Background: an optimization exercise with open tools, aiming at small area. Do not read the settings as production practice.
Function was not checked in any run shown here: the RTL went through the layout flow alone.
Power and IR drop assume default switching activity.

==> flow/design.v (outline; a module is shown in full before it is edited, if it fits) <==
// module fa_cell: 6 lines
// module ha_cell: 6 lines
// module bsel: 5 lines
// module bpp_n: 5 lines
// module bpp_p: 5 lines
// module mul16: 740 lines
// module dpg_e: 6 lines
// module dpg_o: 6 lines
// module dcy_e: 5 lines
// module dcy_o: 5 lines
// module dx_e: 5 lines
// module dx_o: 5 lines
// module dsel_e: 5 lines
// module dsum_e: 5 lines
// module dsum_o: 5 lines
// module qfix: 5 lines
// module dabs16: 14 lines
// module dzero: 12 lines
// module dq_e: 5 lines
// module dq_o: 5 lines
// module dsel_e2: 5 lines
// module dsel_o2: 5 lines
// module dneg16: 15 lines
// module dmux: 5 lines
// module dsel_o: 5 lines
// module div16: 556 lines
// module addsub16: 13 lines
// module ALU: 9 lines
// module osel_r: 6 lines
// module osel_h: 5 lines
// module alu16: 37 lines
module alu16(clk, rst, a, b, ctrl, res, R15);
  // ...
==> flow/flow/run.sh <==
#!/bin/bash
cp standard.sh standard_sh_copy.txt
export BUFFER_PORTS_ARGS="-buffer_cell sky130_fd_sc_hd__buf_1"
bash standard.sh > standard.log 2>&1
==> flow/standard.sh <==
#!/bin/bash
# synth_recipe.tcl (not shown) runs the flow's synth.tcl, then flattens the netlist and writes it again
# the make line also repeats each setting of config.mk as NAME=value (left out here)
make -C /OpenROAD-flow-scripts/flow DESIGN_CONFIG=/design/flow/config.mk WORK_HOME=/design/flow/orfs CLKGATE_MAP_FILE= SYNTH_SCRIPT=/design/flow/synth_recipe.tcl "${@:-finish}"
==> flow/config.mk <==
export PLATFORM = sky130hd
export DESIGN_NAME = alu16
export DESIGN_NICKNAME = alu16
export VERILOG_FILES = /design/flow/design.v
export SDC_FILE = /design/flow/constraint.sdc
export NUM_CORES = 4
export LEC_CHECK = 0
export CAP_MARGIN = 20
export CORE_MARGIN = 2
export CORE_UTILIZATION = 40
export CTS_BUF_LIST = sky130_fd_sc_hd__clkbuf_8
export SETUP_SLACK_MARGIN = -1.0
export SLEW_MARGIN = 20
export SYNTH_HIERARCHICAL = 1
export SYNTH_MINIMUM_KEEP_SIZE = 0
==> flow/constraint.sdc <==
create_clock -name core_clock -period 40.0 [get_ports {clk}]
set_input_delay 8.0000 -clock core_clock [delete_from_list [all_inputs] [get_ports {clk}]]
set_output_delay 8.0000 -clock core_clock [all_outputs]
set_load 0.01 [all_outputs]
==> flow_metrics.env, run 1 <==
export IMPL_status="timing/DRC/antenna clean"
export IMPL_grt_use_met1_pct=36.9
export IMPL_mostFrequentLayoutCells="nand2_1 (261), xor2_1 (243), xnor2_1 (195)"
export IMPL_p_leak_nw=6.11
export IMPL_synth_simple_gate_area_share_pct=15.0
export IMPL_synth_mux_area_share_pct=1.17
export IMPL_synth_cells=1686
export IMPL_cpMaxStageDelayCell="or4_4"
export IMPL_pre_cts_ws_ps=-691
export IMPL_drt_total_wl_mm=45.7
export IMPL_path_buf_inv=11
export IMPL_powerComb_uw=946
export IMPL_buffer_area_share_pct=6.66
export IMPL_switching_share_pct=54.7
export IMPL_clock_sinks=32
export IMPL_dp_hpwl_mm=34.1
export IMPL_firstDrtPassIters=6
export IMPL_min_path_cells=2
export IMPL_finalPower_mw=1.03
export IMPL_synth_distinct_cells=61
export IMPL_ys_seq_area_share_pct=5.83
export IMPL_final_area_um2=15700
export IMPL_synth_compound_area_share_pct=20.5
export IMPL_intPower_uw=467
export IMPL_whs_ps=517
export IMPL_async_reset_ff_share_pct=100
export IMPL_die_area_um2=35800
export IMPL_drv_slew=0
export IMPL_critical_path_top_delay_family="compound AO/OA/AOI/OAI gates"
export IMPL_multi_input_area_share_pct=82.3
export IMPL_wl_per_cell_um=20.1
export IMPL_ys_flop_type="dfrtp_1"
==> module alu16, before the edit <==
module alu16(clk, rst, a, b, ctrl, res, R15);
	input clk, rst;
	input [15:0] a, b;
	input [3:0] ctrl;
	output reg [15:0] res;
	output reg [15:0] R15;
	wire [15:0] sum, quo, rem;
	wire [31:0] prod;
	wire [15:0] res_d, R15_d;
	ALU u_alu(.a(a), .b(b), .ctrl(ctrl), .sum(sum), .prod(prod), .quo(quo), .rem(rem));
	wire s_as = ctrl[3:1] == 3'b000;
	wire s_mul = ctrl == 4'd2;
	wire s_div = ctrl == 4'd3;
	wire s_lg = ctrl[3:1] == 3'b010;
	wire s_hold = ~(s_as | s_mul | s_div | s_lg);
	wire s_hold_h = ~(s_mul | s_div);
	genvar g;
	generate
		for (g = 0; g < 16; g = g + 1) begin : o
			osel_r ur (.s_as(s_as), .s_mul(s_mul), .s_div(s_div), .s_lg(s_lg), .s_hold(s_hold),
				.c0(ctrl[0]), .sum(sum[g]), .p(prod[g]), .quo(quo[g]), .a(a[g]), .b(b[g]),
				.res(res[g]), .y(res_d[g]));
			osel_h uh (.s_mul(s_mul), .s_div(s_div), .s_hold(s_hold_h), .p(prod[g+16]),
				.rem(rem[g]), .r15(R15[g]), .y(R15_d[g]));
		end
	endgenerate
	always @(posedge clk, negedge rst) begin
		if (~rst) begin
			res <= 16'h0000;
			R15 <= 16'h0000;
		end
		else begin
			res <= res_d;
			R15 <= R15_d;
		end
	end
endmodule
==> inputs of run 2 (changes only) <==
--- a/flow/design.v
+++ b/flow/design.v
@@ -904,73 +904,82 @@
 	wire r15c1 = ~(sb ? (A[15] & b[0]) : (A[15] | ~b[0]));
 	assign q[15] = ~r15c1 & z[1];
 	wire r15r0;
 	dmux um15 (.s(q[15]), .a1n(~(A[15] ^ b[0])), .a0n(~A[15]), .y(r15r0));
 	wire r14c1 = ~(sb ? (A[14] & b[0]) : (A[14] | ~b[0]));
 	wire r14a1, r14b1, r14c2, r14r1, r14a1x;
 	dpg_o ug14_1 (.p(r15r0), .nd(nD[1]), .pn(r14a1), .gn(r14b1));
 	dq_o uq14 (.pn(r14a1), .gn(r14b1), .cn(r14c1), .zn(~z[2]), .q(q[14]));
-	dsel_o2 us14_1 (.p(r15r0), .nd(nD[1]), .cn(r14c1), .q(q[14]), .rn(r14r1));
+	dx_o ux14_1 (.pn(r14a1), .gn(r14b1), .xn(r14a1x));
+	dsel_o us14_1 (.xn(r14a1x), .cn(r14c1), .q(q[14]), .p(r15r0), .rn(r14r1));
 	wire r14r0;
 	dmux um14 (.s(q[14]), .a1n(~(A[14] ^ b[0])), .a0n(~A[14]), .y(r14r0));
 	wire r13c1 = ~(sb ? (A[13] & b[0]) : (A[13] | ~b[0]));
 	wire r13a1, r13b1, r13c2, r13r1, r13a1x;
 	dpg_o ug13_1 (.p(r14r0), .nd(nD[1]), .pn(r13a1), .gn(r13b1));
 	dcy_o uc13_1 (.pn(r13a1), .gn(r13b1), .cn(r13c1), .c(r13c2));
-	dsel_o2 us13_1 (.p(r14r0), .nd(nD[1]), .cn(r13c1), .q(q[13]), .rn(r13r1));
+	dx_o ux13_1 (.pn(r13a1), .gn(r13b1), .xn(r13a1x));
+	dsel_o us13_1 (.xn(r13a1x), .cn(r13c1), .q(q[13]), .p(r14r0), .rn(r13r1));
 	wire r13a2, r13b2, r13c3, r13r2, r13a2x;
 	dpg_e ug13_2 (.pn(r14r1), .d(D[2]), .p(r13a2), .g(r13b2));
 	dq_e uq13 (.p(r13a2), .g(r13b2), .c(r13c2), .z(z[3]), .q(q[13]));
-	dsel_e2 us13_2 (.pn(r14r1), .d(D[2]), .c(r13c2), .q(q[13]), .r(r13r2));
+	dx_e ux13_2 (.p(r13a2), .g(r13b2), .xn(r13a2x));
+	dsel_e us13_2 (.xn(r13a2x), .c(r13c2), .q(q[13]), .pn(r14r1), .r(r13r2));
 	wire r13r0;
 	dmux um13 (.s(q[13]), .a1n(~(A[13] ^ b[0])), .a0n(~A[13]), .y(r13r0));
 	wire r12c1 = ~(sb ? (A[12] & b[0]) : (A[12] | ~b[0]));
 	wire r12a1, r12b1, r12c2, r12r1, r12a1x;
 	dpg_o ug12_1 (.p(r13r0), .nd(nD[1]), .pn(r12a1), .gn(r12b1));
 	dcy_o uc12_1 (.pn(r12a1), .gn(r12b1), .cn(r12c1), .c(r12c2));
-	dsel_o2 us12_1 (.p(r13r0), .nd(nD[1]), .cn(r12c1), .q(q[12]), .rn(r12r1));
+	dx_o ux12_1 (.pn(r12a1), .gn(r12b1), .xn(r12a1x));
+	dsel_o us12_1 (.xn(r12a1x), .cn(r12c1), .q(q[12]), .p(r13r0), .rn(r12r1));
 	wire r12a2, r12b2, r12c3, r12r2, r12a2x;
 	dpg_e ug12_2 (.pn(r13r1), .d(D[2]), .p(r12a2), .g(r12b2));
 	dcy_e uc12_2 (.p(r12a2), .g(r12b2), .c(r12c2), .cn(r12c3));
-	dsel_e2 us12_2 (.pn(r13r1), .d(D[2]), .c(r12c2), .q(q[12]), .r(r12r2));
+	dx_e ux12_2 (.p(r12a2), .g(r12b2), .xn(r12a2x));
+	dsel_e us12_2 (.xn(r12a2x), .c(r12c2), .q(q[12]), .pn(r13r1), .r(r12r2));
 	wire r12a3, r12b3, r12c4, r12r3, r12a3x;
 	dpg_o ug12_3 (.p(r13r2), .nd(nD[3]), .pn(r12a3), .gn(r12b3));
 	dq_o uq12 (.pn(r12a3), .gn(r12b3), .cn(r12c3), .zn(~z[4]), .q(q[12]));
 	dsel_o2 us12_3 (.p(r13r2), .nd(nD[3]), .cn(r12c3), .q(q[12]), .rn(r12r3));
 	wire r12r0;
 	dmux um12 (.s(q[12]), .a1n(~(A[12] ^ b[0])), .a0n(~A[12]), .y(r12r0));
 	wire r11c1 = ~(sb ? (A[11] & b[0]) : (A[11] | ~b[0]));
 	wire r11a1, r11b1, r11c2, r11r1, r11a1x;
 	dpg_o ug11_1 (.p(r12r0), .nd(nD[1]), .pn(r11a1), .gn(r11b1));
 	dcy_o uc11_1 (.pn(r11a1), .gn(r11b1), .cn(r11c1), .c(r11c2));
-	dsel_o2 us11_1 (.p(r12r0), .nd(nD[1]), .cn(r11c1), .q(q[11]), .rn(r11r1));
+	dx_o ux11_1 (.pn(r11a1), .gn(r11b1), .xn(r11a1x));
+	dsel_o us11_1 (.xn(r11a1x), .cn(r11c1), .q(q[11]), .p(r12r0), .rn(r11r1));
 	wire r11a2, r11b2, r11c3, r11r2, r11a2x;
 	dpg_e ug11_2 (.pn(r12r1), .d(D[2]), .p(r11a2), .g(r11b2));
 	dcy_e uc11_2 (.p(r11a2), .g(r11b2), .c(r11c2), .cn(r11c3));
-	dsel_e2 us11_2 (.pn(r12r1), .d(D[2]), .c(r11c2), .q(q[11]), .r(r11r2));
+	dx_e ux11_2 (.p(r11a2), .g(r11b2), .xn(r11a2x));
+	dsel_e us11_2 (.xn(r11a2x), .c(r11c2), .q(q[11]), .pn(r12r1), .r(r11r2));
 	wire r11a3, r11b3, r11c4, r11r3, r11a3x;
 	dpg_o ug11_3 (.p(r12r2), .nd(nD[3]), .pn(r11a3), .gn(r11b3));
 	dcy_o uc11_3 (.pn(r11a3), .gn(r11b3), .cn(r11c3), .c(r11c4));
 	dsel_o2 us11_3 (.p(r12r2), .nd(nD[3]), .cn(r11c3), .q(q[11]), .rn(r11r3));
 	wire r11a4, r11b4, r11c5, r11r4, r11a4x;
 	dpg_e ug11_4 (.pn(r12r3), .d(D[4]), .p(r11a4), .g(r11b4));
 	dq_e uq11 (.p(r11a4), .g(r11b4), .c(r11c4), .z(z[5]), .q(q[11]));
 	dsel_e2 us11_4 (.pn(r12r3), .d(D[4]), .c(r11c4), .q(q[11]), .r(r11r4));
 	wire r11r0;
 	dmux um11 (.s(q[11]), .a1n(~(A[11] ^ b[0])), .a0n(~A[11]), .y(r11r0));
 	wire r10c1 = ~(sb ? (A[10] & b[0]) : (A[10] | ~b[0]));
 	wire r10a1, r10b1, r10c2, r10r1, r10a1x;
 	dpg_o ug10_1 (.p(r11r0), .nd(nD[1]), .pn(r10a1), .gn(r10b1));
 	dcy_o uc10_1 (.pn(r10a1), .gn(r10b1), .cn(r10c1), .c(r10c2));
-	dsel_o2 us10_1 (.p(r11r0), .nd(nD[1]), .cn(r10c1), .q(q[10]), .rn(r10r1));
+	dx_o ux10_1 (.pn(r10a1), .gn(r10b1), .xn(r10a1x));
+	dsel_o us10_1 (.xn(r10a1x), .cn(r10c1), .q(q[10]), .p(r11r0), .rn(r10r1));
 	wire r10a2, r10b2, r10c3, r10r2, r10a2x;
 	dpg_e ug10_2 (.pn(r11r1), .d(D[2]), .p(r10a2), .g(r10b2));
 	dcy_e uc10_2 (.p(r10a2), .g(r10b2), .c(r10c2), .cn(r10c3));
-	dsel_e2 us10_2 (.pn(r11r1), .d(D[2]), .c(r10c2), .q(q[10]), .r(r10r2));
+	dx_e ux10_2 (.p(r10a2), .g(r10b2), .xn(r10a2x));
+	dsel_e us10_2 (.xn(r10a2x), .c(r10c2), .q(q[10]), .pn(r11r1), .r(r10r2));
 	wire r10a3, r10b3, r10c4, r10r3, r10a3x;
 	dpg_o ug10_3 (.p(r11r2), .nd(nD[3]), .pn(r10a3), .gn(r10b3));
 	dcy_o uc10_3 (.pn(r10a3), .gn(r10b3), .cn(r10c3), .c(r10c4));
 	dsel_o2 us10_3 (.p(r11r2), .nd(nD[3]), .cn(r10c3), .q(q[10]), .rn(r10r3));
 	wire r10a4, r10b4, r10c5, r10r4, r10a4x;
 	dpg_e ug10_4 (.pn(r11r3), .d(D[4]), .p(r10a4), .g(r10b4));
 	dcy_e uc10_4 (.p(r10a4), .g(r10b4), .c(r10c4), .cn(r10c5));
 	dsel_e2 us10_4 (.pn(r11r3), .d(D[4]), .c(r10c4), .q(q[10]), .r(r10r4));
@@ -979,21 +988,23 @@
 	dq_o uq10 (.pn(r10a5), .gn(r10b5), .cn(r10c5), .zn(~z[6]), .q(q[10]));
 	dsel_o2 us10_5 (.p(r11r4), .nd(nD[5]), .cn(r10c5), .q(q[10]), .rn(r10r5));
 	wire r10r0;
 	dmux um10 (.s(q[10]), .a1n(~(A[10] ^ b[0])), .a0n(~A[10]), .y(r10r0));
 	wire r9c1 = ~(sb ? (A[9] & b[0]) : (A[9] | ~b[0]));
 	wire r9a1, r9b1, r9c2, r9r1, r9a1x;
 	dpg_o ug9_1 (.p(r10r0), .nd(nD[1]), .pn(r9a1), .gn(r9b1));
 	dcy_o uc9_1 (.pn(r9a1), .gn(r9b1), .cn(r9c1), .c(r9c2));
-	dsel_o2 us9_1 (.p(r10r0), .nd(nD[1]), .cn(r9c1), .q(q[9]), .rn(r9r1));
+	dx_o ux9_1 (.pn(r9a1), .gn(r9b1), .xn(r9a1x));
+	dsel_o us9_1 (.xn(r9a1x), .cn(r9c1), .q(q[9]), .p(r10r0), .rn(r9r1));
 	wire r9a2, r9b2, r9c3, r9r2, r9a2x;
 	dpg_e ug9_2 (.pn(r10r1), .d(D[2]), .p(r9a2), .g(r9b2));
 	dcy_e uc9_2 (.p(r9a2), .g(r9b2), .c(r9c2), .cn(r9c3));
-	dsel_e2 us9_2 (.pn(r10r1), .d(D[2]), .c(r9c2), .q(q[9]), .r(r9r2));
+	dx_e ux9_2 (.p(r9a2), .g(r9b2), .xn(r9a2x));
+	dsel_e us9_2 (.xn(r9a2x), .c(r9c2), .q(q[9]), .pn(r10r1), .r(r9r2));
 	wire r9a3, r9b3, r9c4, r9r3, r9a3x;
 	dpg_o ug9_3 (.p(r10r2), .nd(nD[3]), .pn(r9a3), .gn(r9b3));
 	dcy_o uc9_3 (.pn(r9a3), .gn(r9b3), .cn(r9c3), .c(r9c4));
 	dsel_o2 us9_3 (.p(r10r2), .nd(nD[3]), .cn(r9c3), .q(q[9]), .rn(r9r3));
 	wire r9a4, r9b4, r9c5, r9r4, r9a4x;
 	dpg_e ug9_4 (.pn(r10r3), .d(D[4]), .p(r9a4), .g(r9b4));
 	dcy_e uc9_4 (.p(r9a4), .g(r9b4), .c(r9c4), .cn(r9c5));
 	dsel_e2 us9_4 (.pn(r10r3), .d(D[4]), .c(r9c4), .q(q[9]), .r(r9r4));
@@ -1006,21 +1017,23 @@
 	dq_e uq9 (.p(r9a6), .g(r9b6), .c(r9c6), .z(z[7]), .q(q[9]));
 	dsel_e2 us9_6 (.pn(r10r5), .d(D[6]), .c(r9c6), .q(q[9]), .r(r9r6));
 	wire r9r0;
 	dmux um9 (.s(q[9]), .a1n(~(A[9] ^ b[0])), .a0n(~A[9]), .y(r9r0));
 	wire r8c1 = ~(sb ? (A[8] & b[0]) : (A[8] | ~b[0]));
 	wire r8a1, r8b1, r8c2, r8r1, r8a1x;
 	dpg_o ug8_1 (.p(r9r0), .nd(nD[1]), .pn(r8a1), .gn(r8b1));
 	dcy_o uc8_1 (.pn(r8a1), .gn(r8b1), .cn(r8c1), .c(r8c2));
-	dsel_o2 us8_1 (.p(r9r0), .nd(nD[1]), .cn(r8c1), .q(q[8]), .rn(r8r1));
+	dx_o ux8_1 (.pn(r8a1), .gn(r8b1), .xn(r8a1x));
+	dsel_o us8_1 (.xn(r8a1x), .cn(r8c1), .q(q[8]), .p(r9r0), .rn(r8r1));
 	wire r8a2, r8b2, r8c3, r8r2, r8a2x;
 	dpg_e ug8_2 (.pn(r9r1), .d(D[2]), .p(r8a2), .g(r8b2));
 	dcy_e uc8_2 (.p(r8a2), .g(r8b2), .c(r8c2), .cn(r8c3));
-	dsel_e2 us8_2 (.pn(r9r1), .d(D[2]), .c(r8c2), .q(q[8]), .r(r8r2));
+	dx_e ux8_2 (.p(r8a2), .g(r8b2), .xn(r8a2x));
+	dsel_e us8_2 (.xn(r8a2x), .c(r8c2), .q(q[8]), .pn(r9r1), .r(r8r2));
 	wire r8a3, r8b3, r8c4, r8r3, r8a3x;
 	dpg_o ug8_3 (.p(r9r2), .nd(nD[3]), .pn(r8a3), .gn(r8b3));
 	dcy_o uc8_3 (.pn(r8a3), .gn(r8b3), .cn(r8c3), .c(r8c4));
 	dsel_o2 us8_3 (.p(r9r2), .nd(nD[3]), .cn(r8c3), .q(q[8]), .rn(r8r3));
 	wire r8a4, r8b4, r8c5, r8r4, r8a4x;
 	dpg_e ug8_4 (.pn(r9r3), .d(D[4]), .p(r8a4), .g(r8b4));
 	dcy_e uc8_4 (.p(r8a4), .g(r8b4), .c(r8c4), .cn(r8c5));
 	dsel_e2 us8_4 (.pn(r9r3), .d(D[4]), .c(r8c4), .q(q[8]), .r(r8r4));
@@ -1037,21 +1050,23 @@
 	dq_o uq8 (.pn(r8a7), .gn(r8b7), .cn(r8c7), .zn(~z[8]), .q(q[8]));
 	dsel_o2 us8_7 (.p(r9r6), .nd(nD[7]), .cn(r8c7), .q(q[8]), .rn(r8r7));
 	wire r8r0;
 	dmux um8 (.s(q[8]), .a1n(~(A[8] ^ b[0])), .a0n(~A[8]), .y(r8r0));
 	wire r7c1 = ~(sb ? (A[7] & b[0]) : (A[7] | ~b[0]));
 	wire r7a1, r7b1, r7c2, r7r1, r7a1x;
 	dpg_o ug7_1 (.p(r8r0), .nd(nD[1]), .pn(r7a1), .gn(r7b1));
 	dcy_o uc7_1 (.pn(r7a1), .gn(r7b1), .cn(r7c1), .c(r7c2));
-	dsel_o2 us7_1 (.p(r8r0), .nd(nD[1]), .cn(r7c1), .q(q[7]), .rn(r7r1));
+	dx_o ux7_1 (.pn(r7a1), .gn(r7b1), .xn(r7a1x));
+	dsel_o us7_1 (.xn(r7a1x), .cn(r7c1), .q(q[7]), .p(r8r0), .rn(r7r1));
 	wire r7a2, r7b2, r7c3, r7r2, r7a2x;
 	dpg_e ug7_2 (.pn(r8r1), .d(D[2]), .p(r7a2), .g(r7b2));
 	dcy_e uc7_2 (.p(r7a2), .g(r7b2), .c(r7c2), .cn(r7c3));
-	dsel_e2 us7_2 (.pn(r8r1), .d(D[2]), .c(r7c2), .q(q[7]), .r(r7r2));
+	dx_e ux7_2 (.p(r7a2), .g(r7b2), .xn(r7a2x));
+	dsel_e us7_2 (.xn(r7a2x), .c(r7c2), .q(q[7]), .pn(r8r1), .r(r7r2));
 	wire r7a3, r7b3, r7c4, r7r3, r7a3x;
 	dpg_o ug7_3 (.p(r8r2), .nd(nD[3]), .pn(r7a3), .gn(r7b3));
 	dcy_o uc7_3 (.pn(r7a3), .gn(r7b3), .cn(r7c3), .c(r7c4));
 	dsel_o2 us7_3 (.p(r8r2), .nd(nD[3]), .cn(r7c3), .q(q[7]), .rn(r7r3));
 	wire r7a4, r7b4, r7c5, r7r4, r7a4x;
 	dpg_e ug7_4 (.pn(r8r3), .d(D[4]), .p(r7a4), .g(r7b4));
 	dcy_e uc7_4 (.p(r7a4), .g(r7b4), .c(r7c4), .cn(r7c5));
 	dsel_e2 us7_4 (.pn(r8r3), .d(D[4]), .c(r7c4), .q(q[7]), .r(r7r4));
@@ -1072,21 +1087,23 @@
 	dq_e uq7 (.p(r7a8), .g(r7b8), .c(r7c8), .z(z[9]), .q(q[7]));
 	dsel_e2 us7_8 (.pn(r8r7), .d(D[8]), .c(r7c8), .q(q[7]), .r(r7r8));
 	wire r7r0;
 	dmux um7 (.s(q[7]), .a1n(~(A[7] ^ b[0])), .a0n(~A[7]), .y(r7r0));
 	wire r6c1 = ~(sb ? (A[6] & b[0]) : (A[6] | ~b[0]));
 	wire r6a1, r6b1, r6c2, r6r1, r6a1x;
 	dpg_o ug6_1 (.p(r7r0), .nd(nD[1]), .pn(r6a1), .gn(r6b1));
 	dcy_o uc6_1 (.pn(r6a1), .gn(r6b1), .cn(r6c1), .c(r6c2));
-	dsel_o2 us6_1 (.p(r7r0), .nd(nD[1]), .cn(r6c1), .q(q[6]), .rn(r6r1));
+	dx_o ux6_1 (.pn(r6a1), .gn(r6b1), .xn(r6a1x));
+	dsel_o us6_1 (.xn(r6a1x), .cn(r6c1), .q(q[6]), .p(r7r0), .rn(r6r1));
 	wire r6a2, r6b2, r6c3, r6r2, r6a2x;
 	dpg_e ug6_2 (.pn(r7r1), .d(D[2]), .p(r6a2), .g(r6b2));
 	dcy_e uc6_2 (.p(r6a2), .g(r6b2), .c(r6c2), .cn(r6c3));
-	dsel_e2 us6_2 (.pn(r7r1), .d(D[2]), .c(r6c2), .q(q[6]), .r(r6r2));
+	dx_e ux6_2 (.p(r6a2), .g(r6b2), .xn(r6a2x));
+	dsel_e us6_2 (.xn(r6a2x), .c(r6c2), .q(q[6]), .pn(r7r1), .r(r6r2));
 	wire r6a3, r6b3, r6c4, r6r3, r6a3x;
 	dpg_o ug6_3 (.p(r7r2), .nd(nD[3]), .pn(r6a3), .gn(r6b3));
 	dcy_o uc6_3 (.pn(r6a3), .gn(r6b3), .cn(r6c3), .c(r6c4));
 	dsel_o2 us6_3 (.p(r7r2), .nd(nD[3]), .cn(r6c3), .q(q[6]), .rn(r6r3));
 	wire r6a4, r6b4, r6c5, r6r4, r6a4x;
 	dpg_e ug6_4 (.pn(r7r3), .d(D[4]), .p(r6a4), .g(r6b4));
 	dcy_e uc6_4 (.p(r6a4), .g(r6b4), .c(r6c4), .cn(r6c5));
 	dsel_e2 us6_4 (.pn(r7r3), .d(D[4]), .c(r6c4), .q(q[6]), .r(r6r4));
@@ -1111,21 +1128,23 @@
 	dq_o uq6 (.pn(r6a9), .gn(r6b9), .cn(r6c9), .zn(~z[10]), .q(q[6]));
 	dsel_o2 us6_9 (.p(r7r8), .nd(nD[9]), .cn(r6c9), .q(q[6]), .rn(r6r9));
 	wire r6r0;
 	dmux um6 (.s(q[6]), .a1n(~(A[6] ^ b[0])), .a0n(~A[6]), .y(r6r0));
 	wire r5c1 = ~(sb ? (A[5] & b[0]) : (A[5] | ~b[0]));
 	wire r5a1, r5b1, r5c2, r5r1, r5a1x;
 	dpg_o ug5_1 (.p(r6r0), .nd(nD[1]), .pn(r5a1), .gn(r5b1));
 	dcy_o uc5_1 (.pn(r5a1), .gn(r5b1), .cn(r5c1), .c(r5c2));
-	dsel_o2 us5_1 (.p(r6r0), .nd(nD[1]), .cn(r5c1), .q(q[5]), .rn(r5r1));
+	dx_o ux5_1 (.pn(r5a1), .gn(r5b1), .xn(r5a1x));
+	dsel_o us5_1 (.xn(r5a1x), .cn(r5c1), .q(q[5]), .p(r6r0), .rn(r5r1));
 	wire r5a2, r5b2, r5c3, r5r2, r5a2x;
 	dpg_e ug5_2 (.pn(r6r1), .d(D[2]), .p(r5a2), .g(r5b2));
 	dcy_e uc5_2 (.p(r5a2), .g(r5b2), .c(r5c2), .cn(r5c3));
-	dsel_e2 us5_2 (.pn(r6r1), .d(D[2]), .c(r5c2), .q(q[5]), .r(r5r2));
+	dx_e ux5_2 (.p(r5a2), .g(r5b2), .xn(r5a2x));
+	dsel_e us5_2 (.xn(r5a2x), .c(r5c2), .q(q[5]), .pn(r6r1), .r(r5r2));
 	wire r5a3, r5b3, r5c4, r5r3, r5a3x;
 	dpg_o ug5_3 (.p(r6r2), .nd(nD[3]), .pn(r5a3), .gn(r5b3));
 	dcy_o uc5_3 (.pn(r5a3), .gn(r5b3), .cn(r5c3), .c(r5c4));
 	dsel_o2 us5_3 (.p(r6r2), .nd(nD[3]), .cn(r5c3), .q(q[5]), .rn(r5r3));
 	wire r5a4, r5b4, r5c5, r5r4, r5a4x;
 	dpg_e ug5_4 (.pn(r6r3), .d(D[4]), .p(r5a4), .g(r5b4));
 	dcy_e uc5_4 (.p(r5a4), .g(r5b4), .c(r5c4), .cn(r5c5));
 	dsel_e2 us5_4 (.pn(r6r3), .d(D[4]), .c(r5c4), .q(q[5]), .r(r5r4));
@@ -1154,21 +1173,23 @@
 	dq_e uq5 (.p(r5a10), .g(r5b10), .c(r5c10), .z(z[11]), .q(q[5]));
 	dsel_e2 us5_10 (.pn(r6r9), .d(D[10]), .c(r5c10), .q(q[5]), .r(r5r10));
 	wire r5r0;
 	dmux um5 (.s(q[5]), .a1n(~(A[5] ^ b[0])), .a0n(~A[5]), .y(r5r0));
 	wire r4c1 = ~(sb ? (A[4] & b[0]) : (A[4] | ~b[0]));
 	wire r4a1, r4b1, r4c2, r4r1, r4a1x;
 	dpg_o ug4_1 (.p(r5r0), .nd(nD[1]), .pn(r4a1), .gn(r4b1));
 	dcy_o uc4_1 (.pn(r4a1), .gn(r4b1), .cn(r4c1), .c(r4c2));
-	dsel_o2 us4_1 (.p(r5r0), .nd(nD[1]), .cn(r4c1), .q(q[4]), .rn(r4r1));
+	dx_o ux4_1 (.pn(r4a1), .gn(r4b1), .xn(r4a1x));
+	dsel_o us4_1 (.xn(r4a1x), .cn(r4c1), .q(q[4]), .p(r5r0), .rn(r4r1));
 	wire r4a2, r4b2, r4c3, r4r2, r4a2x;
 	dpg_e ug4_2 (.pn(r5r1), .d(D[2]), .p(r4a2), .g(r4b2));
 	dcy_e uc4_2 (.p(r4a2), .g(r4b2), .c(r4c2), .cn(r4c3));
-	dsel_e2 us4_2 (.pn(r5r1), .d(D[2]), .c(r4c2), .q(q[4]), .r(r4r2));
+	dx_e ux4_2 (.p(r4a2), .g(r4b2), .xn(r4a2x));
+	dsel_e us4_2 (.xn(r4a2x), .c(r4c2), .q(q[4]), .pn(r5r1), .r(r4r2));
 	wire r4a3, r4b3, r4c4, r4r3, r4a3x;
 	dpg_o ug4_3 (.p(r5r2), .nd(nD[3]), .pn(r4a3), .gn(r4b3));
 	dcy_o uc4_3 (.pn(r4a3), .gn(r4b3), .cn(r4c3), .c(r4c4));
 	dsel_o2 us4_3 (.p(r5r2), .nd(nD[3]), .cn(r4c3), .q(q[4]), .rn(r4r3));
 	wire r4a4, r4b4, r4c5, r4r4, r4a4x;
 	dpg_e ug4_4 (.pn(r5r3), .d(D[4]), .p(r4a4), .g(r4b4));
 	dcy_e uc4_4 (.p(r4a4), .g(r4b4), .c(r4c4), .cn(r4c5));
 	dsel_e2 us4_4 (.pn(r5r3), .d(D[4]), .c(r4c4), .q(q[4]), .r(r4r4));
@@ -1201,21 +1222,23 @@
 	dq_o uq4 (.pn(r4a11), .gn(r4b11), .cn(r4c11), .zn(~z[12]), .q(q[4]));
 	dsel_o2 us4_11 (.p(r5r10), .nd(nD[11]), .cn(r4c11), .q(q[4]), .rn(r4r11));
 	wire r4r0;
 	dmux um4 (.s(q[4]), .a1n(~(A[4] ^ b[0])), .a0n(~A[4]), .y(r4r0));
 	wire r3c1 = ~(sb ? (A[3] & b[0]) : (A[3] | ~b[0]));
 	wire r3a1, r3b1, r3c2, r3r1, r3a1x;
 	dpg_o ug3_1 (.p(r4r0), .nd(nD[1]), .pn(r3a1), .gn(r3b1));
 	dcy_o uc3_1 (.pn(r3a1), .gn(r3b1), .cn(r3c1), .c(r3c2));
-	dsel_o2 us3_1 (.p(r4r0), .nd(nD[1]), .cn(r3c1), .q(q[3]), .rn(r3r1));
+	dx_o ux3_1 (.pn(r3a1), .gn(r3b1), .xn(r3a1x));
+	dsel_o us3_1 (.xn(r3a1x), .cn(r3c1), .q(q[3]), .p(r4r0), .rn(r3r1));
 	wire r3a2, r3b2, r3c3, r3r2, r3a2x;
 	dpg_e ug3_2 (.pn(r4r1), .d(D[2]), .p(r3a2), .g(r3b2));
 	dcy_e uc3_2 (.p(r3a2), .g(r3b2), .c(r3c2), .cn(r3c3));
-	dsel_e2 us3_2 (.pn(r4r1), .d(D[2]), .c(r3c2), .q(q[3]), .r(r3r2));
+	dx_e ux3_2 (.p(r3a2), .g(r3b2), .xn(r3a2x));
+	dsel_e us3_2 (.xn(r3a2x), .c(r3c2), .q(q[3]), .pn(r4r1), .r(r3r2));
 	wire r3a3, r3b3, r3c4, r3r3, r3a3x;
 	dpg_o ug3_3 (.p(r4r2), .nd(nD[3]), .pn(r3a3), .gn(r3b3));
 	dcy_o uc3_3 (.pn(r3a3), .gn(r3b3), .cn(r3c3), .c(r3c4));
 	dsel_o2 us3_3 (.p(r4r2), .nd(nD[3]), .cn(r3c3), .q(q[3]), .rn(r3r3));
 	wire r3a4, r3b4, r3c5, r3r4, r3a4x;
 	dpg_e ug3_4 (.pn(r4r3), .d(D[4]), .p(r3a4), .g(r3b4));
 	dcy_e uc3_4 (.p(r3a4), .g(r3b4), .c(r3c4), .cn(r3c5));
 	dsel_e2 us3_4 (.pn(r4r3), .d(D[4]), .c(r3c4), .q(q[3]), .r(r3r4));
@@ -1252,21 +1275,23 @@
 	dq_e uq3 (.p(r3a12), .g(r3b12), .c(r3c12), .z(z[13]), .q(q[3]));
 	dsel_e2 us3_12 (.pn(r4r11), .d(D[12]), .c(r3c12), .q(q[3]), .r(r3r12));
 	wire r3r0;
 	dmux um3 (.s(q[3]), .a1n(~(A[3] ^ b[0])), .a0n(~A[3]), .y(r3r0));
 	wire r2c1 = ~(sb ? (A[2] & b[0]) : (A[2] | ~b[0]));
 	wire r2a1, r2b1, r2c2, r2r1, r2a1x;
 	dpg_o ug2_1 (.p(r3r0), .nd(nD[1]), .pn(r2a1), .gn(r2b1));
 	dcy_o uc2_1 (.pn(r2a1), .gn(r2b1), .cn(r2c1), .c(r2c2));
-	dsel_o2 us2_1 (.p(r3r0), .nd(nD[1]), .cn(r2c1), .q(q[2]), .rn(r2r1));
+	dx_o ux2_1 (.pn(r2a1), .gn(r2b1), .xn(r2a1x));
+	dsel_o us2_1 (.xn(r2a1x), .cn(r2c1), .q(q[2]), .p(r3r0), .rn(r2r1));
 	wire r2a2, r2b2, r2c3, r2r2, r2a2x;
 	dpg_e ug2_2 (.pn(r3r1), .d(D[2]), .p(r2a2), .g(r2b2));
 	dcy_e uc2_2 (.p(r2a2), .g(r2b2), .c(r2c2), .cn(r2c3));
-	dsel_e2 us2_2 (.pn(r3r1), .d(D[2]), .c(r2c2), .q(q[2]), .r(r2r2));
+	dx_e ux2_2 (.p(r2a2), .g(r2b2), .xn(r2a2x));
+	dsel_e us2_2 (.xn(r2a2x), .c(r2c2), .q(q[2]), .pn(r3r1), .r(r2r2));
 	wire r2a3, r2b3, r2c4, r2r3, r2a3x;
 	dpg_o ug2_3 (.p(r3r2), .nd(nD[3]), .pn(r2a3), .gn(r2b3));
 	dcy_o uc2_3 (.pn(r2a3), .gn(r2b3), .cn(r2c3), .c(r2c4));
 	dsel_o2 us2_3 (.p(r3r2), .nd(nD[3]), .cn(r2c3), .q(q[2]), .rn(r2r3));
 	wire r2a4, r2b4, r2c5, r2r4, r2a4x;
 	dpg_e ug2_4 (.pn(r3r3), .d(D[4]), .p(r2a4), .g(r2b4));
 	dcy_e uc2_4 (.p(r2a4), .g(r2b4), .c(r2c4), .cn(r2c5));
 	dsel_e2 us2_4 (.pn(r3r3), .d(D[4]), .c(r2c4), .q(q[2]), .r(r2r4));
@@ -1307,21 +1332,23 @@
 	dq_o uq2 (.pn(r2a13), .gn(r2b13), .cn(r2c13), .zn(~z[14]), .q(q[2]));
 	dsel_o2 us2_13 (.p(r3r12), .nd(nD[13]), .cn(r2c13), .q(q[2]), .rn(r2r13));
 	wire r2r0;
 	dmux um2 (.s(q[2]), .a1n(~(A[2] ^ b[0])), .a0n(~A[2]), .y(r2r0));
 	wire r1c1 = ~(sb ? (A[1] & b[0]) : (A[1] | ~b[0]));
 	wire r1a1, r1b1, r1c2, r1r1, r1a1x;
 	dpg_o ug1_1 (.p(r2r0), .nd(nD[1]), .pn(r1a1), .gn(r1b1));
 	dcy_o uc1_1 (.pn(r1a1), .gn(r1b1), .cn(r1c1), .c(r1c2));
-	dsel_o2 us1_1 (.p(r2r0), .nd(nD[1]), .cn(r1c1), .q(q[1]), .rn(r1r1));
+	dx_o ux1_1 (.pn(r1a1), .gn(r1b1), .xn(r1a1x));
+	dsel_o us1_1 (.xn(r1a1x), .cn(r1c1), .q(q[1]), .p(r2r0), .rn(r1r1));
 	wire r1a2, r1b2, r1c3, r1r2, r1a2x;
 	dpg_e ug1_2 (.pn(r2r1), .d(D[2]), .p(r1a2), .g(r1b2));
 	dcy_e uc1_2 (.p(r1a2), .g(r1b2), .c(r1c2), .cn(r1c3));
-	dsel_e2 us1_2 (.pn(r2r1), .d(D[2]), .c(r1c2), .q(q[1]), .r(r1r2));
+	dx_e ux1_2 (.p(r1a2), .g(r1b2), .xn(r1a2x));
+	dsel_e us1_2 (.xn(r1a2x), .c(r1c2), .q(q[1]), .pn(r2r1), .r(r1r2));
 	wire r1a3, r1b3, r1c4, r1r3, r1a3x;
 	dpg_o ug1_3 (.p(r2r2), .nd(nD[3]), .pn(r1a3), .gn(r1b3));
 	dcy_o uc1_3 (.pn(r1a3), .gn(r1b3), .cn(r1c3), .c(r1c4));
 	dsel_o2 us1_3 (.p(r2r2), .nd(nD[3]), .cn(r1c3), .q(q[1]), .rn(r1r3));
 	wire r1a4, r1b4, r1c5, r1r4, r1a4x;
 	dpg_e ug1_4 (.pn(r2r3), .d(D[4]), .p(r1a4), .g(r1b4));
 	dcy_e uc1_4 (.p(r1a4), .g(r1b4), .c(r1c4), .cn(r1c5));
 	dsel_e2 us1_4 (.pn(r2r3), .d(D[4]), .c(r1c4), .q(q[1]), .r(r1r4));
@@ -1366,21 +1393,23 @@
 	dq_e uq1 (.p(r1a14), .g(r1b14), .c(r1c14), .z(z[15]), .q(q[1]));
 	dsel_e2 us1_14 (.pn(r2r13), .d(D[14]), .c(r1c14), .q(q[1]), .r(r1r14));
 	wire r1r0;
 	dmux um1 (.s(q[1]), .a1n(~(A[1] ^ b[0])), .a0n(~A[1]), .y(r1r0));
 	wire r0c1 = ~(sb ? (A[0] & b[0]) : (A[0] | ~b[0]));
 	wire r0a1, r0b1, r0c2, r0r1, r0a1x;
 	dpg_o ug0_1 (.p(r1r0), .nd(nD[1]), .pn(r0a1), .gn(r0b1));
 	dcy_o uc0_1 (.pn(r0a1), .gn(r0b1), .cn(r0c1), .c(r0c2));
-	dsel_o2 us0_1 (.p(r1r0), .nd(nD[1]), .cn(r0c1), .q(q[0]), .rn(r0r1));
+	dx_o ux0_1 (.pn(r0a1), .gn(r0b1), .xn(r0a1x));
+	dsel_o us0_1 (.xn(r0a1x), .cn(r0c1), .q(q[0]), .p(r1r0), .rn(r0r1));
 	wire r0a2, r0b2, r0c3, r0r2, r0a2x;
 	dpg_e ug0_2 (.pn(r1r1), .d(D[2]), .p(r0a2), .g(r0b2));
 	dcy_e uc0_2 (.p(r0a2), .g(r0b2), .c(r0c2), .cn(r0c3));
-	dsel_e2 us0_2 (.pn(r1r1), .d(D[2]), .c(r0c2), .q(q[0]), .r(r0r2));
+	dx_e ux0_2 (.p(r0a2), .g(r0b2), .xn(r0a2x));
+	dsel_e us0_2 (.xn(r0a2x), .c(r0c2), .q(q[0]), .pn(r1r1), .r(r0r2));
 	wire r0a3, r0b3, r0c4, r0r3, r0a3x;
 	dpg_o ug0_3 (.p(r1r2), .nd(nD[3]), .pn(r0a3), .gn(r0b3));
 	dcy_o uc0_3 (.pn(r0a3), .gn(r0b3), .cn(r0c3), .c(r0c4));
 	dsel_o2 us0_3 (.p(r1r2), .nd(nD[3]), .cn(r0c3), .q(q[0]), .rn(r0r3));
 	wire r0a4, r0b4, r0c5, r0r4, r0a4x;
 	dpg_e ug0_4 (.pn(r1r3), .d(D[4]), .p(r0a4), .g(r0b4));
 	dcy_e uc0_4 (.p(r0a4), .g(r0b4), .c(r0c4), .cn(r0c5));
 	dsel_e2 us0_4 (.pn(r1r3), .d(D[4]), .c(r0c4), .q(q[0]), .r(r0r4));
@@ -1461,53 +1490,38 @@
 	input [15:0] a, b;
 	input [3:0] ctrl;
 	output [15:0] sum, quo, rem;
 	output [31:0] prod;
 	mul16 u_mul (.a(a), .b(b), .prod(prod));
 	div16 u_div (.a(a), .b(b), .quo(quo), .rem(rem));
 	addsub16 u_add (.a(a), .b(b), .sub(ctrl[0]), .y(sum));
 endmodule
-module osel_r (s_as, s_mul, s_div, s_lg, s_hold, c0, sum, p, quo, a, b, res, y);
-	input s_as, s_mul, s_div, s_lg, s_hold, c0, sum, p, quo, a, b, res;
-	output y;
-	wire lg = (a & b) | (c0 & (a | b));
-	assign y = (s_as & sum) | (s_mul & p) | (s_div & quo) | (s_lg & lg) | (s_hold & res);
-endmodule
-module osel_h (s_mul, s_div, s_hold, p, rem, r15, y);
-	input s_mul, s_div, s_hold, p, rem, r15;
-	output y;
-	assign y = (s_mul & p) | (s_div & rem) | (s_hold & r15);
-endmodule
 module alu16(clk, rst, a, b, ctrl, res, R15);
 	input clk, rst;
 	input [15:0] a, b;
 	input [3:0] ctrl;
 	output reg [15:0] res;
 	output reg [15:0] R15;
 	wire [15:0] sum, quo, rem;
 	wire [31:0] prod;
-	wire [15:0] res_d, R15_d;
+	reg [15:0] res_d, R15_d;
 	ALU u_alu(.a(a), .b(b), .ctrl(ctrl), .sum(sum), .prod(prod), .quo(quo), .rem(rem));
-	wire s_as = ctrl[3:1] == 3'b000;
-	wire s_mul = ctrl == 4'd2;
-	wire s_div = ctrl == 4'd3;
-	wire s_lg = ctrl[3:1] == 3'b010;
-	wire s_hold = ~(s_as | s_mul | s_div | s_lg);
-	wire s_hold_h = ~(s_mul | s_div);
-	genvar g;
-	generate
-		for (g = 0; g < 16; g = g + 1) begin : o
-			osel_r ur (.s_as(s_as), .s_mul(s_mul), .s_div(s_div), .s_lg(s_lg), .s_hold(s_hold),
-				.c0(ctrl[0]), .sum(sum[g]), .p(prod[g]), .quo(quo[g]), .a(a[g]), .b(b[g]),
-				.res(res[g]), .y(res_d[g]));
-			osel_h uh (.s_mul(s_mul), .s_div(s_div), .s_hold(s_hold_h), .p(prod[g+16]),
-				.rem(rem[g]), .r15(R15[g]), .y(R15_d[g]));
-		end
-	endgenerate
+	always @(*) begin
+		res_d = res;
+		R15_d = R15;
+		case (ctrl)
+			4'd0, 4'd1: res_d = sum;
+			4'd2: {R15_d, res_d} = prod;
+			4'd3: begin res_d = quo; R15_d = rem; end
+			4'd4: res_d = a & b;
+			4'd5: res_d = a | b;
+			default: ;
+		endcase
+	end
 	always @(posedge clk, negedge rst) begin
 		if (~rst) begin
 			res <= 16'h0000;
 			R15 <= 16'h0000;
 		end
 		else begin
 			res <= res_d;
 			R15 <= R15_d;
==> flow/config.mk (replaced) <==
export PLATFORM = sky130hd
export DESIGN_NAME = alu16
export DESIGN_NICKNAME = alu16
export VERILOG_FILES = /design/flow/design.v
export SDC_FILE = /design/flow/constraint.sdc
export NUM_CORES = 4
export LEC_CHECK = 0
export CAP_MARGIN = 20
export CORE_MARGIN = 2
export CORE_UTILIZATION = 40
export SETUP_SLACK_MARGIN = -1.0
export SLEW_MARGIN = 20
export SYNTH_HIERARCHICAL = 1
export SYNTH_MINIMUM_KEEP_SIZE = 0
==> run 2 against run 1 <==
Compared with the run above:
- sequential power is 1% higher
- synthesized cell count is 3.9% higher
- sequential share of layout area hardly changed
- clock power is 38% higher
- largest power group unchanged
==> flow_metrics.env, run 2 <==
export IMPL_status="timing/DRC/antenna clean"
export IMPL_finalHoldViolCount=0
export IMPL_cpMaxStageDelayCell="or4_4"
export IMPL_cts_root_buf="clkbuf_16"
export IMPL_synthTopCellsByArea="fa_1 (19%), xor2_1 (16%), xnor2_1 (11%)"
export IMPL_cts_tree="built"
export IMPL_drive_gt1_share_pct=13.7
export IMPL_drc=0
export IMPL_relSlewSlack_pct=26.4
export IMPL_synth_top_area_cell="fa_1"
export IMPL_reg_largest_list="R15 (16), res (16)"
export IMPL_synth_enable_flop_cells=0
export IMPL_drt_total_wl_mm=43.3
export IMPL_drv_cap=0
export IMPL_h_tree_depth=2
export IMPL_synthTopCellsByCount="xor2_1 (263), nand2_1 (249), xnor2_1 (174)"
export IMPL_skew_ps=0
export IMPL_clk_latency_ps=300
export IMPL_p_per_area_nw_per_um2=74.7
export IMPL_io_pins=70
export IMPL_synth_area_um2=14000
export IMPL_fmax_mhz=25.8
export IMPL_cp_num_cells=167
export IMPL_async_reset_ff_share_pct=100
export IMPL_end_kind="flop"
export IMPL_final_nets=2044
export IMPL_ff2ff_path_depth=2
export IMPL_setup_viol=0
export IMPL_p_leak_nw=5.87
export IMPL_port_buffers=69
export IMPL_track_usage_pct=23.8
export IMPL_crit_arrival_ps=38930
export IMPL_nFillCells=3446
export IMPL_cp_required_ps=40160
export IMPL_drt_initial_drc_count=1023
export IMPL_ys_flop_type="dfrtp_1"
export IMPL_finalPower_mw=1.16
export IMPL_layout_commonest_cell="xor2_1"
export IMPL_coreArea_um2=34500
export IMPL_synth_compound_area_share_pct=18.8
export IMPL_yosysTopAreaCellShare_pct=19.3
export IMPL_viasPerCell=5.60
export IMPL_synth_top_family_by_area="XOR/XNOR gates"
export IMPL_max_stage_delay_ps=550
export IMPL_setup_tns_final_ps=0
export IMPL_die_width_um=191
export IMPL_path_buf_inv=9
export IMPL_die_area_um2=36500
export IMPL_die_h_um=191
export IMPL_ys_seq_area_share_pct=5.73
export IMPL_cts_buffers=5
export IMPL_grt_first_pass_wirelength_mm=68.9
export IMPL_hp_class="flop to flop"
export IMPL_wl_per_cell_um=18.8
export IMPL_grt_pass1_vias=12500
export IMPL_synth_most_common_cell="xor2_1"
export IMPL_fin_crit_sh_pct=96.9
export IMPL_critical_path_class="input pin to flop"
export IMPL_postCtsHoldBufs=0
export IMPL_yosys_area_share_xor_xnor_pct=27.4
export IMPL_synth_mux_area_share_pct=3.22
export IMPL_vias=12900
export IMPL_ant_nets=0
export IMPL_synth_area_per_cell_um2=7.98
export IMPL_cp_max_fo=28
export IMPL_yosysWarningCount=7
export IMPL_clock_sinks=32
export IMPL_synth_cells=1752
export IMPL_irDropWorstVdd_mv=0.148
export IMPL_dp_hpwl_mm=33.2
export IMPL_antenna_found_initial=2
export IMPL_areaGrowthSynthToFinish_pct=11.3
export IMPL_clk_path_buf_depth=2
export IMPL_worstMarginPinSlew_ps=1100
export IMPL_min_path_cells=2
export IMPL_grt_max_degree=54
export IMPL_grt_ovfl_total=0
export IMPL_gp_routability_congestion=0.856
export IMPL_path_clk_slew_ps=70
export IMPL_crit_path_start_kind="input pin"
export IMPL_placementRows=68
export IMPL_critical_path_top_delay_family="compound AO/OA/AOI/OAI gates"
export IMPL_synth_simple_gate_area_share_pct=17.4
export IMPL_firstDrtPassIters=5
export IMPL_drv_slew=0
export IMPL_mostFrequentLayoutCells="xor2_1 (259), nand2_1 (249), o22ai_1 (169)"
export IMPL_ys_ff_latch=32
export IMPL_start_util_pct=40.6
export IMPL_period_minus_slack_ps=38770
export IMPL_cpMostUsedCell="a21oi_2"
export IMPL_synth_adder_area_share_pct=22.6
export IMPL_synth_distinct_cells=61
run 2: cell count changes after synthesis, sizes merged, moves of 29 or more:
| cell | change |
|---|---|
| nand2b | +29 |
| xnor2 | -29 |
| a22o | -32 |
| o22ai | +32 |
| mux2i | +29 |
run 2: kinds of logic after synthesis:
family,Yosys count
AND/OR/NAND/NOR,539
XOR/XNOR,437
AO/OA/AOI/OAI,396
adder cells (fa/ha/maj),175
buffers and inverters,124
multiplexers,45
flip-flops,32
other,4
run 2: area by class of cell:
type,count,area (µm²),area share [%]
Sequential cell,32,801,5.15
Multi-Input combinational cell,1606,13000,83.3
Antenna cell,1,2.50,0.0161
Clock inverter,3,18.8,0.121
Inverter,58,218,1.40
Clock buffer,5,125,0.804
Tap cell,455,569,3.66
Timing Repair Buffer,144,866,5.56
run 2: layer usage:
| metal | up-vias | global-route usage, % | share of wire (%) |
|---|---|---|---|
| li1 | 6151 | - | - |
| met1 | 6311 | 31.8 | 43 |
| met2 | 378 | 41.3 | 49 |
| met3 | 63 | 1.91 | 5.2 |
| met4 | 2 | 6.26 | 2.2 |
| met5 | - | 0 | 0.044 |
run 2: path summary, 6_finish.rpt:
path                        start  endpoint  slack [ps]
hold reg to reg            R15[8]    R15[8]         490
hold / removal             R15[8]    R15[8]         490
max in group asynchronous     rst   res[13]       31590
min in group asynchronous     rst   R15[11]        7820
setup / recovery            b[12]   R15[15]        1230
setup reg to reg           res[1]    res[1]       39160
run 2: what timing repair did:
action                     in CTS  in global routing
setup endpoints to repair       0                 32
setup buffers                   0                  6
resized for setup               0                 69
run 2: per-module statistics from Yosys (local to each module, per instance), excerpt:
module / copies in the design / cells inside / cell area, µm² / flops+latches
dzero: 1 / 63 / 363 / 0
ha_cell: 24 / 1 / 12.5 / 0
dneg16: 1 / 38 / 290 / 0
fa_cell: 135 / 1 / 20.0 / 0
bpp_p: 120 / 1 / 8.76 / 0
dsel_e2: 42 / 3 / 21.3 / 0
dq_o: 8 / 1 / 12.5 / 0
dsel_e: 14 / 2 / 18.8 / 0
qfix: 15 / 2 / 17.5 / 0
dmux: 16 / 1 / 10.0 / 0
addsub16: 1 / 18 / 171 / 0
alu16: 1 / 200 / 1810 / 32
dabs16: 1 / 40 / 285 / 0
dcy_e: 49 / 1 / 8.76 / 0
dsel_o: 15 / 2 / 18.8 / 0
dpg_e: 56 / 2 / 7.51 / 0
run 2: stage by stage:
stage | std cells | cell area, µm² | utilization, % | hold slack (ps) | setup WS, ps
finish | 2304 | 15600 | 45.2 | 485 | 1230
global route | 2303 | 15600 | 45.2 | 509 | -1130
CTS | 2296 | 15200 | 44.1 | 491 | -419
detailed placement | 2288 | 15100 | 43.7 | 477 | -641
global placement | 2287 | 15000 | 43.7 | 468 | 567
floorplan | 1761 | 14000 | - | 510 | -976
run 2: worst reg2reg max path, stage by stage (launching register included):
cell	delay (ps)
dfrtp_1	430
o22ai_1	120
nor3_1	200
run 2: report_power, final:
part           switching, mW  total [mW]  leakage [nW]  internal (mW)
registers             0.0105      0.0570         0.379         0.0465
logic                  0.610        1.06          5.42          0.454
clock network         0.0170      0.0400        0.0736         0.0230
total                  0.638        1.16          5.87          0.524

separate check: timing with driven ports:
Ports are ideal in the flow. The routed layouts listed here were re-timed in OpenROAD. Step 1 sets driving cells, clkbuf_16 on the clock port and buf_2 on the other inputs (assumed; they add their load-dependent delay and slew). Step 2 moves the port delays by t, midway between the first and last clock arrival at a register: inputs arrive t later, outputs are due t later. That takes back most of the time a late clock gives input paths. Three values: no drivers, after step 1, after step 2; two values: the first two.
run | shift t [ns] | slack for setup (ns) | hold WS [ns] | latest minus earliest clock arrival (ns)
run 1 | 0.372 | 1.117 / 1.121 / 0.749 | 0.517 / 0.517 / 0.517 | 0.005 / 0.005
run 2 | 0.334 | 1.228 / 1.236 / 0.903 | 0.485 / 0.485 / 0.485 | 0.012 / 0.011
After both steps setup and hold are still met in every run listed. For run 1, which loses most, drivers alone change the setup slack by +0.004 ns; drivers and shift together by -0.368 ns.
